Context: an optimization exercise on an open-source flow, tuned for small area. The choices shown serve that exercise and are no tape-out recipe. In this exercise RTL edits were held to simulation tests only and were not proved equivalent to the original. Power figures rest on the tool's default switching activity, not on a simulated workload.

==> flow/design.v (excerpt) <==
module Top(
    input CLK,RST,BTNC,BTNU,BTNL,BTNR,BTND,
    input [15:0] SW,
    output [15:0] LED,
    output [7:0] SSEG_CA,
    output [7:0] SSEG_AN
    );
    reg [20:0] Counter;
    wire Tick  = Counter[1] & Counter[0];
    wire Flash = Counter[6];
    wire Slide = Counter[9];
    wire Slow  = Counter[10];
    wire [2:0] Point = Counter[4:2];
    reg [20:1] Rc;
    wire [3:0] R0 = {Rc[2],Rc[4],Rc[7],Rc[3]};
    wire [3:0] R1 = {Rc[6],Rc[7],Rc[19],Rc[1]};
    wire [3:0] R2 = {Rc[5],Rc[9],Rc[13],Rc[20]};
    wire [3:0] R3 = {Rc[8],Rc[11],Rc[16],Rc[12]};
    always @(posedge CLK) begin
        if (RST) begin
            Counter <= 21'd0;
        end else begin
            Counter <= Counter + 21'd1;
        end
    end
    always @(posedge CLK) begin
            if (BTNC)
                {Rc[20],Rc[19],Rc[16],Rc[13],Rc[12],Rc[11],Rc[9:1]} <=
                {Counter[20],Counter[19],Counter[16],Counter[13],Counter[12],Counter[11],Counter[9:1]};
    end
    localparam [3:0] S_IDLE  = 4'd0,  S_ANIM0 = 4'd1,  S_ANIM  = 4'd2,  S_ANS0  = 4'd3,
                     S_ANS   = 4'd4,  S_GUESS = 4'd5,  S_BAD   = 4'd6,  S_GOOD  = 4'd7,
                     S_SLIDE = 4'd8,  S_NEXT  = 4'd9,  S_WINF  = 4'd10, S_WIN   = 4'd11,
                     S_LOSEF = 4'd12, S_LOSE  = 4'd13, S_LOSEL = 4'd14, S_STUCK = 4'd15;
    reg [3:0] State;
  ...
clock: 10.0 ns
lec_check: 0
cap_margin: 20
core_margin: 2
core_utilization: 60
cts_buf_list: sky130_fd_sc_hd__clkbuf_8
gpl_timing_driven: 0
slew_margin: 20
standard.sh (not shown) runs the stock make flow with config.mk's settings and CLKGATE_MAP_FILE= SYNTH_SCRIPT=/design/flow/synth_recipe.tcl, a recipe that flattens the netlist after the stock synthesis.
==> flow/flow/run.sh <==
#!/bin/bash
# Own layout flow: the standard synthesis, then the combinational logic
# between the (untouched) registers is re-mapped by ABC for area, then the
# standard ORFS layout from floorplan on, with 1x buffers on the ports.
# Each tool's output goes to a log file in this folder.
set -euo pipefail
W=$(pwd)
R=$W/orfs/results/$FLOW_PLATFORM/Top/base
LIB=$FLOW_HOME/platforms/$FLOW_PLATFORM/lib/sky130_fd_sc_hd__tt_025C_1v80.lib

# 1. standard synthesis
bash standard.sh synth > $W/run_synth.log 2>&1

# 2. re-map the logic between registers; registers and tie cells are kept as
#    black boxes, so their names and cell types stay as synthesis gave them
cp $R/1_2_yosys.v $W/std_netlist.v
DONTUSE=$(grep -oE "sky130_fd_sc_hd__(lpflow|probe)[a-z0-9_]*" $LIB | sort -u | sed 's/^/-dont_use /' | tr '\n' ' ')
KEEP=$(grep -oE "sky130_fd_sc_hd__(e?dfx|e?dfr|e?dfs|sdf|dl|conb)[a-z0-9_]*" $W/std_netlist.v | sort -u | tr '\n' ' ')
cat > $W/resyn.ys <<YS
read_liberty -ignore_miss_func $LIB
blackbox $KEEP
read_verilog $W/std_netlist.v
hierarchy -check -top $FLOW_TOP
flatten
opt -full
abc -liberty $LIB -script $W/flow/area.abc $DONTUSE
opt_clean -purge
stat -liberty $LIB
write_verilog -noattr -nohex -nodec $W/resyn_netlist.v
YS
yosys -s $W/resyn.ys > $W/run_resyn.log 2>&1

# 3. prove the re-mapped netlist equal to the standard one
cat > $W/equiv.ys <<YS
read_liberty -ignore_miss_func $LIB
read_verilog $W/std_netlist.v
rename $FLOW_TOP gold
read_verilog $W/resyn_netlist.v
rename $FLOW_TOP gate
hierarchy -check
flatten
opt_clean
equiv_make gold gate eq
hierarchy -top eq
equiv_simple -seq 2
equiv_status -assert
YS
if yosys -s $W/equiv.ys > $W/run_equiv.log 2>&1 &&
   [ "$(grep -c 'dfxtp\|edfxtp' $W/std_netlist.v)" = "$(grep -c 'dfxtp\|edfxtp' $W/resyn_netlist.v)" ]; then
  cp $W/resyn_netlist.v $R/1_2_yosys.v
  rm -f $R/1_synth.odb
else
  echo "re-mapped netlist not proven equal; using the standard netlist" >> $W/run_equiv.log
fi

# 4. layout from the netlist, 1x buffers on the ports
export BUFFER_PORTS_ARGS="-buffer_cell sky130_fd_sc_hd__buf_1"
export CTS_ARGS="-sink_clustering_enable -repair_clock_nets -sink_clustering_size 12 -sink_clustering_max_diameter 40 -buf_list sky130_fd_sc_hd__clkbuf_4 -root_buf sky130_fd_sc_hd__clkbuf_8"
bash standard.sh > $W/run_layout.log 2>&1
Other scripts of this flow, unchanged in this note and not shown: flow/flow/area.abc
The starting point produced a clean layout.
Then changed:
--- a/flow/flow/run.sh
+++ b/flow/flow/run.sh
@@ -58 +57,0 @@
-export CTS_ARGS="-sink_clustering_enable -repair_clock_nets -sink_clustering_size 12 -sink_clustering_max_diameter 40 -buf_list sky130_fd_sc_hd__clkbuf_4 -root_buf sky130_fd_sc_hd__clkbuf_8"
Settings changed: CTS_BUF_LIST sky130_fd_sc_hd__clkbuf_8 to sky130_fd_sc_hd__clkbuf_4 sky130_fd_sc_hd__clkbuf_8.
Outcome:
- power goes down by 1.0%
- worst setup slack degrades by 0.52 ns
- sequential power stays flat
- sequential share of layout area goes down by 0.59 points
- first-iteration DRC count goes up by 8.1%
- non-clock buffer count stays the same
- critical path depth goes up by 2
- clock skew barely changes
- register-to-register slack improves by 0.21 ns
- global-route usage goes down by 0.95 points
Then changed:
Settings changed: CAP_MARGIN 20 to 0, CTS_BUF_LIST sky130_fd_sc_hd__clkbuf_4 sky130_fd_sc_hd__clkbuf_8 to sky130_fd_sc_hd__clkbuf_8, SLEW_MARGIN 20 to 0.
Die area came out lower by 1.6%.
Power went up by 1.0%.
Synthesized area came out lower by 1.6%.
Cell area falls by 1.3%.
Clock power increases by about 4%.
Global-route usage grows by 0.95 points.
Worst hold slack improved by 0.014 ns.
Then changed:
Settings changed: CAP_MARGIN 0 to 20, SLEW_MARGIN 0 to 20.
=> Worst hold slack does not change; wire length does not change; area after synthesis is unchanged; final cell count stays the same; clock-buffer cell count stays the same; fmax is unchanged; utilization is unchanged; clock power barely changes; first-iteration DRC count is unchanged; register-to-register slack stays flat.

========
## v6
Top, a different RTL version from the one above (not shown whole).
Size: roughly 570 cells after synthesis, roughly 55 I/O pins, ~4900 um2 of cells after synthesis.
Design Top, start of the top module:
module Top(
    input CLK,RST,BTNC,BTNU,BTNL,BTNR,BTND,
    input [15:0] SW,
    output [15:0] LED,
    output [7:0] SSEG_CA,
    output [7:0] SSEG_AN
    );
clock: 10.0 ns
lec_check: 0
cap_margin: 20
core_margin: 2
core_utilization: 60
cts_buf_list: sky130_fd_sc_hd__clkbuf_8
gpl_timing_driven: 0
slew_margin: 20
==> flow/flow/run.sh <==
#!/bin/bash
# Own layout flow: the standard synthesis, then the combinational logic
# between the (untouched) registers is re-mapped by ABC for area (four runs
# with different seeds in parallel; the smallest one proven equal to the
# standard netlist is kept), then the standard ORFS layout from floorplan on,
# with 1x buffers on the ports. Each tool's output goes to a log file here.
set -euo pipefail
W=$(pwd)
R=$W/orfs/results/$FLOW_PLATFORM/Top/base
LIB=$FLOW_HOME/platforms/$FLOW_PLATFORM/lib/sky130_fd_sc_hd__tt_025C_1v80.lib

# 1. standard synthesis
bash standard.sh synth > $W/run_synth.log 2>&1

# 2. re-map the logic between registers; registers and tie cells are kept as
#    black boxes, so their names and cell types stay as synthesis gave them
cp $R/1_2_yosys.v $W/std_netlist.v
DONTUSE=$(grep -oE "sky130_fd_sc_hd__(lpflow|probe)[a-z0-9_]*" $LIB | sort -u | sed 's/^/-dont_use /' | tr '\n' ' ')
KEEP=$(grep -oE "sky130_fd_sc_hd__(e?dfx|e?dfr|e?dfs|sdf|dl|conb)[a-z0-9_]*" $W/std_netlist.v | sort -u | tr '\n' ' ')
NFF=$(grep -c 'dfxtp\|edfxtp' $W/std_netlist.v)
for S in 0 1 2 3; do
  sed "s/-S SEED/-S $S/" $W/flow/area.abc > $W/area_$S.abc
  cat > $W/resyn_$S.ys <<YS
read_liberty -ignore_miss_func $LIB
blackbox $KEEP
read_verilog $W/std_netlist.v
hierarchy -check -top $FLOW_TOP
flatten
opt -full
abc -liberty $LIB -script $W/area_$S.abc $DONTUSE
opt_clean -purge
tee -o $W/resyn_$S.stat stat -liberty $LIB
write_verilog -noattr -nohex -nodec $W/resyn_$S.v
YS
  (yosys -s $W/resyn_$S.ys > $W/run_resyn_$S.log 2>&1 || true) &
done
wait

# 3. keep the smallest result that is proven equal to the standard netlist
USED=none
for S in $(for S in 0 1 2 3; do
             A=$(grep -s "Chip area" $W/resyn_$S.stat | awk '{print $NF}')
             [ -n "$A" ] && echo "$A $S"
           done | sort -n | awk '{print $2}'); do
  cat > $W/equiv_$S.ys <<YS
read_liberty -ignore_miss_func $LIB
read_verilog $W/std_netlist.v
rename $FLOW_TOP gold
read_verilog $W/resyn_$S.v
rename $FLOW_TOP gate
hierarchy -check
flatten
opt_clean
equiv_make gold gate eq
hierarchy -top eq
equiv_simple -seq 2
equiv_status -assert
YS
  if yosys -s $W/equiv_$S.ys > $W/run_equiv_$S.log 2>&1 &&
     [ "$NFF" = "$(grep -c 'dfxtp\|edfxtp' $W/resyn_$S.v)" ]; then
    cp $W/resyn_$S.v $R/1_2_yosys.v
    rm -f $R/1_synth.odb
    USED=$S
    break
  fi
done
echo "re-mapped netlist used: $USED" > $W/run_choice.log

# 4. layout from the netlist, 1x buffers on the ports
export BUFFER_PORTS_ARGS="-buffer_cell sky130_fd_sc_hd__buf_1"
bash standard.sh > $W/run_layout.log 2>&1
Other scripts of this flow, unchanged in this note and not shown: flow/flow/area.abc
--- input diff v6..v7 ---
diff --git a/flow/flow/run.sh b/flow/flow/run.sh
--- a/flow/flow/run.sh
+++ b/flow/flow/run.sh
@@ -70,0 +71,2 @@
+# clock tree as the standard flow builds it, without dummy balancing loads
+export CTS_ARGS="-sink_clustering_enable -repair_clock_nets -sink_clustering_size 30 -sink_clustering_max_diameter 100 -sink_clustering_levels 1 -buf_list sky130_fd_sc_hd__clkbuf_8 -dont_use_dummy_load"
==> comparison <==
- Taking v6 as the reference, in v7 via count lost 0.66%; relative area change from synthesis to final layout lost 1.5 points; utilization lost 0.91 points; wire length after detailed routing lost about 0.7%.
- Between v7 and v6, it is v7 whose register-to-register slack is higher, by 0.02 ns.
- Changes observed in v7 relative to v6: global placement routability congestion about even, power density normalized to cell area fell 8.5 nW/um2, met3 capacity usage during global routing about even.

========
Another version of the RTL of Top (not shown whole).
For scale: ~55 I/O pins.
Settings: LEC_CHECK=0, CAP_MARGIN=20, CORE_MARGIN=2, CORE_UTILIZATION=40, CTS_BUF_LIST=sky130_fd_sc_hd__clkbuf_8, CTS_CLUSTER_DIAMETER=100, CTS_CLUSTER_SIZE=30, SLEW_MARGIN=20; clock period 10.0 ns.
run.sh (not shown) runs the stock make flow with config.mk's settings and CLKGATE_MAP_FILE= SYNTH_SCRIPT=/design/flow/synth_recipe.tcl, a recipe that flattens the netlist after the stock synthesis.
Stock flow here: none of the scripts above is used.
The starting point completed without violations.
Change:
- CTS_BUF_LIST: sky130_fd_sc_hd__clkbuf_8 -> not set
- CTS_CLUSTER_DIAMETER: 100 -> not set
- CTS_CLUSTER_SIZE: 30 -> not set
Effect:
- The changed run completed without violations
- cell area went up by about 1.3%
- sequential cell count stays the same
- area after synthesis stays the same
Change:
==> flow/flow/run.sh (new file) <==
#!/bin/bash
# Own layout flow: the standard synthesis, then the combinational logic
# between the (untouched) registers is re-mapped by ABC for area, then the
# standard ORFS layout from floorplan on, with 1x buffers on the ports.
# Each tool's output goes to a log file in this folder.
set -euo pipefail
W=$(pwd)
R=$W/orfs/results/$FLOW_PLATFORM/Top/base
LIB=$FLOW_HOME/platforms/$FLOW_PLATFORM/lib/sky130_fd_sc_hd__tt_025C_1v80.lib

# 1. standard synthesis
bash standard.sh synth > $W/run_synth.log 2>&1

# 2. re-map the logic between registers; registers and tie cells are kept as
#    black boxes, so their names and cell types stay as synthesis gave them
cp $R/1_2_yosys.v $W/std_netlist.v
DONTUSE=$(grep -oE "sky130_fd_sc_hd__(lpflow|probe)[a-z0-9_]*" $LIB | sort -u | sed 's/^/-dont_use /' | tr '\n' ' ')
KEEP=$(grep -oE "sky130_fd_sc_hd__(e?dfx|e?dfr|e?dfs|sdf|dl|conb)[a-z0-9_]*" $W/std_netlist.v | sort -u | tr '\n' ' ')
cat > $W/resyn.ys <<YS
read_liberty -ignore_miss_func $LIB
blackbox $KEEP
read_verilog $W/std_netlist.v
hierarchy -check -top $FLOW_TOP
flatten
opt -full
abc -liberty $LIB -script $W/flow/area.abc $DONTUSE
opt_clean -purge
stat -liberty $LIB
write_verilog -noattr -nohex -nodec $W/resyn_netlist.v
YS
yosys -s $W/resyn.ys > $W/run_resyn.log 2>&1

# 3. prove the re-mapped netlist equal to the standard one
cat > $W/equiv.ys <<YS
read_liberty -ignore_miss_func $LIB
read_verilog $W/std_netlist.v
rename $FLOW_TOP gold
read_verilog $W/resyn_netlist.v
rename $FLOW_TOP gate
hierarchy -check
flatten
opt_clean
equiv_make gold gate eq
hierarchy -top eq
equiv_simple -seq 2
equiv_status -assert
YS
if yosys -s $W/equiv.ys > $W/run_equiv.log 2>&1 &&
   [ "$(grep -c 'dfxtp\|edfxtp' $W/std_netlist.v)" = "$(grep -c 'dfxtp\|edfxtp' $W/resyn_netlist.v)" ]; then
  cp $W/resyn_netlist.v $R/1_2_yosys.v
  rm -f $R/1_synth.odb
else
  echo "re-mapped netlist not proven equal; using the standard netlist" >> $W/run_equiv.log
fi

# 4. layout from the netlist, 1x buffers on the ports
export BUFFER_PORTS_ARGS="-buffer_cell sky130_fd_sc_hd__buf_1"
bash standard.sh > $W/run_layout.log 2>&1
==> flow/flow/area.abc (new file) <==
strash
&get -n
&fraig -x
&put
scorr
dc2
strash
&get -n
&dch -f
&nf -R 1000
&put
==> flow/standard.sh (new file) <==
#!/bin/bash
# synth_recipe.tcl (not shown) runs the flow's synth.tcl, then flattens the netlist and writes it again
# the make line also repeats each setting of config.mk as NAME=value (left out here)
make -C /OpenROAD-flow-scripts/flow DESIGN_CONFIG=/design/flow/config.mk WORK_HOME=/design/flow/orfs CLKGATE_MAP_FILE= SYNTH_SCRIPT=/design/flow/synth_recipe.tcl "${@:-finish}"
- CTS_BUF_LIST: not set -> sky130_fd_sc_hd__clkbuf_8
- CTS_CLUSTER_DIAMETER: not set -> 100
- CTS_CLUSTER_SIZE: not set -> 30
removed: flow/run.sh
Via count drops by 5.4%.
Total power drops by 17%.
Synthesized area drops by 15%.
Setup slack improved by 0.64 ns.
Change:
==> flow/flow/area.abc (replaced) <==
strash
&get -n
&fraig -x
&put
scorr
dc2
strash
&get -n
&deepsyn -T 60
&put
strash
&get -n
&dch -f
&nf -R 1000
&put
strash
&get -n
&dch -f
&nf -R 1000
&put
strash
&get -n
&dch -f
&nf -R 1000
&put
strash
&get -n
&dch -f
&nf -R 1000
&put
strash
&get -n
&dch -f
&nf -R 1000
&put
- CTS_CLUSTER_DIAMETER: 100 -> not set
- CTS_CLUSTER_SIZE: 30 -> not set
- GPL_TIMING_DRIVEN: not set -> 0
What happened: The changed run passed the timing, design-rule and antenna checks. Count of clock-buffer cells in the layout rises by 1. Design area falls by 6.5%. Total power falls by 3.0%. Clock skew hardly moves. Global-route usage falls by 0.89 points. Via count falls by 11%. Die area falls by 6.4%. Core utilization falls by 0.48 points. Wire length falls by 9.0%.

static timing again, ports no longer ideal:
Ports are ideal in the flow. The routed layouts listed here were re-timed in OpenROAD. Step 1, drivers: a clkbuf_16 drives CLK and a buf_2 each remaining input, both assumed. Step 2 times the ports against the registers' clock, not the clock port: input delays grow and output delays shrink by t, the midpoint of the rising clock arrivals with the driver on. Slacks: ideal / step 1 / step 2; pairs: ideal / step 1.
run	t (ns)	setup WS [ns]	worst register clock-pin slew, ns	worst data-port slew with drivers (ns)
the first run of note 1	0.399	3.475 / 3.442 / 3.841	0.11 / 0.11	0.03
the second run of note 1	0.401	2.953 / 2.918 / 3.319	0.11 / 0.11	0.03
the third run of note 1	0.399	3.475 / 3.442 / 3.841	0.11 / 0.11	0.03
the fourth run of note 1	0.399	3.475 / 3.442 / 3.841	0.11 / 0.11	0.03
v6	0.400	2.558 / 2.525 / 2.924	0.11 / 0.11	0.03
v7	0.392	2.610 / 2.576 / 2.969	0.11 / 0.11	0.03
the first run of note 3	0.429	2.877 / 2.844 / 3.273	0.12 / 0.12	0.05
the second run of note 3	0.399	2.935 / 2.896 / 3.295	0.08 / 0.08	0.05
the third run of note 3	0.416	3.574 / 3.540 / 3.956	0.10 / 0.10	0.03
the fourth run of note 3	0.402	3.270 / 3.237 / 3.639	0.10 / 0.10	0.04
After both steps setup and hold are still met in every run listed.
